This design comes from an exercise in tuning for small area on the open sky130 flow, not from production work.
Function was checked by simulation only, so behaviour that the tests miss may differ from the original.

==> run E <==
// algorithm_top
module algorithm_top (
  input  logic            clk,
  input  logic            rst_n,
  input  logic            s_axis_valid,
  output logic            s_axis_ready,
  input  logic signed [DATA_WIDTH*2-1:0] s_axis_data,  
  output logic            m_axis_valid,
  input  logic            m_axis_ready,
  output logic signed [OUTPUT_WIDTH*2-1:0] m_axis_data
);
Settings: LEC_CHECK=0, CAP_MARGIN=20, CORE_MARGIN=2, CORE_UTILIZATION=40, SLEW_MARGIN=20; clock period 11.0 ns.
standard.sh (not shown) runs the stock make flow with config.mk's settings and CLKGATE_MAP_FILE= SYNTH_SCRIPT=/design/flow/synth_recipe.tcl, a recipe that flattens the netlist after the stock synthesis.
==> flow/flow/run.sh <==
#!/bin/bash
# Own layout flow: the standard ORFS flow (standard.sh) with a few make settings changed:
#  - SYNTH_ARGS=-noabc: skip the quick ABC pass inside Yosys's synth so that the full-adder
#    extraction sees the adder logic as written (registers are unaffected)
#  - port buffers are buf_1 instead of the default choice
#  - clock tree synthesis without dummy loads, with larger sink clusters of clkbuf_16
#  - RECOVER_POWER=100: after global routing, downsize gates on paths with positive slack
set -o pipefail
bash standard.sh \
  SYNTH_ARGS=-noabc \
  BUFFER_PORTS_ARGS="-buffer_cell sky130_fd_sc_hd__buf_1" \
  CTS_ARGS="-sink_clustering_enable -repair_clock_nets -dont_use_dummy_load -sink_clustering_size 25 -sink_clustering_max_diameter 80 -buf_list sky130_fd_sc_hd__clkbuf_16" \
  RECOVER_POWER=100 finish > standard_flow.log 2>&1
==> inputs of run A, as changes to run E <==
==> flow/flow/run.sh (replaced) <==
#!/bin/bash
# Own layout flow: the standard ORFS flow (standard.sh) with a few make settings changed:
#  - SYNTH_ARGS=-noabc: skip the quick ABC pass inside Yosys's synth so that the full-adder
#    extraction sees the adder logic as written (registers are unaffected)
#  - port buffers are buf_1 instead of the default choice
#  - clock tree synthesis without dummy loads, larger sink clusters
set -o pipefail
bash standard.sh \
  SYNTH_ARGS=-noabc \
  BUFFER_PORTS_ARGS="-buffer_cell sky130_fd_sc_hd__buf_1" \
  CTS_ARGS="-sink_clustering_enable -repair_clock_nets -dont_use_dummy_load -sink_clustering_size 18 -sink_clustering_max_diameter 60 -buf_list sky130_fd_sc_hd__clkbuf_16" \
  finish > standard_flow.log 2>&1
==> notes <==
- Run E completed and failed the layout checks on capacitance limit, slew limit. Run A produced a clean layout.
- In synthesized area, run E and run A do not differ.
- In fmax, run A and run E hardly differ.
- Between run A and run E, the lower global-route usage is in run E (gap 0.18 points).
- Of run A and run E, run A has the higher cell area (gap about 0.8%, measured against run E).
- Between run A and run E, the lower first-iteration DRC count is in run A (gap about 5.6%, measured against run E).
- In die area, run A and run E do not differ.
- Between run E and run A, the lower sequential share of layout area is in run A (gap 0.40 points).
- Between run A and run E, the lower clock skew is in run E (gap 0.0087 ns).
==> figures <==
metric                                                                       run E                   run A
Number of maximum-capacitance constraint violations                             16                       0
Resized Gates After CTS                                                         23                      20
Worst-path maximum fanout                                                       20                      70
GR met2 Demand/Resource                                                     39.47%                  39.44%
Max stage delay cell, worst path                             sky130_fd_sc_hd__fa_1  sky130_fd_sc_hd__buf_4
Time the worst path needs with I/O delays and setup                       10.74 ns                10.74 ns
Routed via count divided by cell count                                       5.988                   6.067
Detailed-routing wirelength on met1                                       34.87 mm                34.60 mm
Part of the cycle the worst path needs                                      97.60%                  97.67%
Number of clock buffer instances in the layout                                  24                      35
Met2 routed wirelength                                                    41.23 mm                41.12 mm
Layout Skew                                                             0.01939 ns              0.02813 ns
Filler instances                                                              6075                    6008
FF-to-FF setup slack                                                       5.84 ns                 7.86 ns
Layout-to-synthesis area ratio                                             1.1206x                 1.1294x
Clock-pin slew on the worst setup and hold paths                           0.10 ns                 0.08 ns
Outcome                                                 complete, but fails checks  timing/DRC/antenna clean
Violated checks                                      capacitance limit, slew limit                       -

* * *

==> inputs of run P <==
Another version of the RTL of algorithm_top (not shown whole).
export LEC_CHECK = 0
export CAP_MARGIN = 20
export CORE_MARGIN = 2
export CORE_UTILIZATION = 40
export SLEW_MARGIN = 20
create_clock -name core_clock -period 11.0 [get_ports {clk}]
==> flow/flow/run.sh <==
#!/bin/bash
# Own layout flow: the standard ORFS flow (standard.sh) with a few make settings changed:
#  - SYNTH_ARGS=-noabc: skip the quick ABC pass inside Yosys's synth so that the full-adder
#    extraction sees the adder logic as written (registers are unaffected)
#  - port buffers are buf_1 instead of the default choice
#  - clock tree synthesis without dummy loads, with larger sink clusters of clkbuf_16
set -o pipefail
bash standard.sh \
  SYNTH_ARGS=-noabc \
  BUFFER_PORTS_ARGS="-buffer_cell sky130_fd_sc_hd__buf_1" \
  CTS_ARGS="-sink_clustering_enable -repair_clock_nets -dont_use_dummy_load -sink_clustering_size 25 -sink_clustering_max_diameter 80 -buf_list sky130_fd_sc_hd__clkbuf_16" \
   finish > standard_flow.log 2>&1
==> run F: changes against run P <==
Settings changed: CORE_UTILIZATION 40 to 65.
==> notes <==
Run F completed without violations. Run P produced a clean layout. In run P the wire length is larger than in run F, by about 5%. Against run F, the die area of run P is higher by about 60%. In sequential cell count, run P and run F do not differ. Area after synthesis is the same in run F and run P.

* * *

==> inputs of run a <==
algorithm_top, a different RTL version from the one above (not shown whole).
export LEC_CHECK = 0
export CAP_MARGIN = 20
export CORE_MARGIN = 2
export CORE_UTILIZATION = 40
export SLEW_MARGIN = 20
create_clock -name core_clock -period 11.0 [get_ports {clk}]
Scripts as last shown in full above: flow/flow/run.sh
==> run b (differences from run a) <==
--- a/flow/design.v
+++ b/flow/design.v
@@ -8,54 +8,50 @@
   input  logic            in_valid,
   output logic            in_ready,
   input  logic signed [DATA_WIDTH*2-1:0] in_data,  
   output logic            out_valid,
   input  logic            out_ready,
   output logic signed [OUTPUT_WIDTH*2-1:0] out_data
 );
   localparam int DEPTH = PIPELINE_DEPTH;
-  localparam int CNT_BITS = $clog2(DEPTH) + 1;
-  logic [CNT_BITS-1:0] count;    
-  logic [1:0] rd_k;              
+  localparam int PTR_BITS = $clog2(DEPTH);
+  logic [PTR_BITS:0] wr_ptr, rd_ptr;
   logic [DATA_WIDTH*2-1:0] mem [0:DEPTH-1];
   logic empty, full, push, pop;
-  assign empty = (count == 0);
-  assign full  = (count == DEPTH);
+  assign empty = (wr_ptr == rd_ptr);
+  assign full  = (wr_ptr[PTR_BITS] != rd_ptr[PTR_BITS]) &&
+                 (wr_ptr[PTR_BITS-1:0] == rd_ptr[PTR_BITS-1:0]);
   assign in_ready  = !full;
   assign out_valid = !empty;
   assign push = in_valid && !full;
   assign pop  = out_ready && !empty;
   always_ff @(posedge clk or negedge rst_n) begin
     if (!rst_n) begin
-      count <= '0;
-      rd_k  <= '0;
+      wr_ptr <= '0;
+      rd_ptr <= '0;
     end else begin
-      if (push && !pop) count <= count + 1'b1;
-      else if (pop && !push) count <= count - 1'b1;
-      if (pop) rd_k <= rd_k + 1'b1;
+      if (push) wr_ptr <= wr_ptr + 1'b1;
+      if (pop)  rd_ptr <= rd_ptr + 1'b1;
     end
   end
   always_ff @(posedge clk) begin
-    if (push) begin
-      mem[0] <= in_data;
-      for (int j = 1; j < DEPTH; j++) mem[j] <= mem[j-1];
-    end
+    if (push) mem[wr_ptr[PTR_BITS-1:0]] <= in_data;
   end
   logic [DATA_WIDTH*2-1:0] head;
   logic [1:0] k;
-  assign k = rd_k;
   logic [DEPTH-1:0] rd_sel;
   always_comb begin
     head = '0;
     for (int j = 0; j < DEPTH; j++) begin
-      rd_sel[j] = (count == j + 1);
+      rd_sel[j] = (rd_ptr[PTR_BITS-1:0] == j);
       head = head | ({(DATA_WIDTH*2){rd_sel[j]}} & mem[j]);
     end
   end
+  assign k = rd_ptr[1:0];
   logic [DATA_WIDTH-1:0] a, b;
   assign a = head[DATA_WIDTH*2-1 -: DATA_WIDTH];
   assign b = head[DATA_WIDTH-1 -: DATA_WIDTH];
   logic [16:0] q_r, q_i;
   wire r_0 = (k == 2'd0) ? 1'b0 : (k == 2'd1) ? b[0] : (k == 2'd2) ? 1'b0 : 1'b0;
   wire r_1 = (k == 2'd0) ? 1'b0 : (k == 2'd1) ? b[1] : (k == 2'd2) ? b[0] : 1'b0;
   wire r_2 = (k == 2'd0) ? 1'b0 : (k == 2'd1) ? b[2] : (k == 2'd2) ? b[1] : b[0];
   wire r_3 = (k == 2'd0) ? 1'b0 : (k == 2'd1) ? b[3] : (k == 2'd2) ? b[2] : b[1];
==> flow/flow/run.sh (replaced) <==
#!/bin/bash
# Own layout flow: the standard ORFS flow (standard.sh) with a few make settings changed:
#  - SYNTH_ARGS=-noabc: skip the quick ABC pass inside Yosys's synth so that the full-adder
#    extraction sees the adder logic as written (registers are unaffected)
#  - port buffers are buf_1 instead of the default choice
#  - clock tree synthesis without dummy loads, with larger sink clusters of clkbuf_16
#  - RECOVER_POWER=100: after global routing, downsize gates on paths with positive slack
set -o pipefail
bash standard.sh \
  SYNTH_ARGS=-noabc \
  BUFFER_PORTS_ARGS="-buffer_cell sky130_fd_sc_hd__buf_1" \
  CTS_ARGS="-sink_clustering_enable -repair_clock_nets -dont_use_dummy_load -sink_clustering_size 25 -sink_clustering_max_diameter 80 -buf_list sky130_fd_sc_hd__clkbuf_16" \
  RECOVER_POWER=100 finish > standard_flow.log 2>&1
==> flow/config.mk (replaced) <==
export PLATFORM = sky130hd
export DESIGN_NAME = algorithm_top
export DESIGN_NICKNAME = algorithm_top
export VERILOG_FILES = /design/flow/design.v
export SDC_FILE = /design/flow/constraint.sdc
export NUM_CORES = 4
export LEC_CHECK = 0
export CAP_MARGIN = 20
export CORE_MARGIN = 2
export CORE_UTILIZATION = 65
export SLEW_MARGIN = 20
==> qor summary <==
                                                                                     run a                          run b
Length of routed met3 wiring                                                  5229 microns                   8603 microns
Clock-cell share of area                                                            1.915%                         1.987%
Proportion of register bits with asynchronous set or reset after synthesis          1.349%                         1.916%
Relative area change from synthesis to final layout                                 12.56%                         9.779%
Total number of yosys warnings                                                           2                              1
Routed vias                                                                          17850                          18200
Top routing layer in use                                                              met4                           met5
Average vias per placed instance                                                     5.922                          6.942
Worst Skew                                                                      0.03515 ns                     0.01800 ns
Status                                                            timing/DRC/antenna clean                failed layout checks
Violated checks                                                                          -  capacitance limit, slew limit
Wire length of the first global-routing pass                                116700 microns                 117600 microns
Net total in the final layout                                                         2403                           2397
Number of instances in the synthesized netlist                                        1947                           1963
Signal buf overhead                                                                 5.872%                         4.835%
Chip Height                                                                  267.9 microns                  209.8 microns
Antenna diode instance count                                                             0                              3

-- afterwards: timing with drivers on the ports --
How much do the figures lean on ideal ports? The routed layouts below were timed once more, with nothing changed but the port constraints.
Step 1 sets driving cells, clkbuf_16 on the clock port and buf_2 on the other inputs (assumed; they add their load-dependent delay and slew).
Step 2 also shifts input and output timing later by t, the mid clock arrival at the registers, as if the neighbouring blocks saw the same clock.
Slacks: ideal / step 1 / step 2; pairs: ideal / step 1.
| run | t, ns | slack for setup (ns) | clock arrival spread, ns |
|---|---|---|---|
| run E of note 1 | 0.611 | 0.264 / 0.211 / 0.822 | 0.027 / 0.028 |
| run A of note 1 | 0.580 | 0.256 / 0.202 / 0.782 | 0.031 / 0.032 |
| run P | 0.609 | 0.290 / 0.235 / 0.844 | 0.026 / 0.025 |
| run F | 0.619 | 0.270 / 0.213 / 0.832 | 0.051 / 0.051 |
| run a of note 3 | 0.612 | 0.229 / 0.176 / 0.788 | 0.040 / 0.040 |
| run b of note 3 | 0.602 | 0.233 / 0.180 / 0.782 | 0.024 / 0.024 |
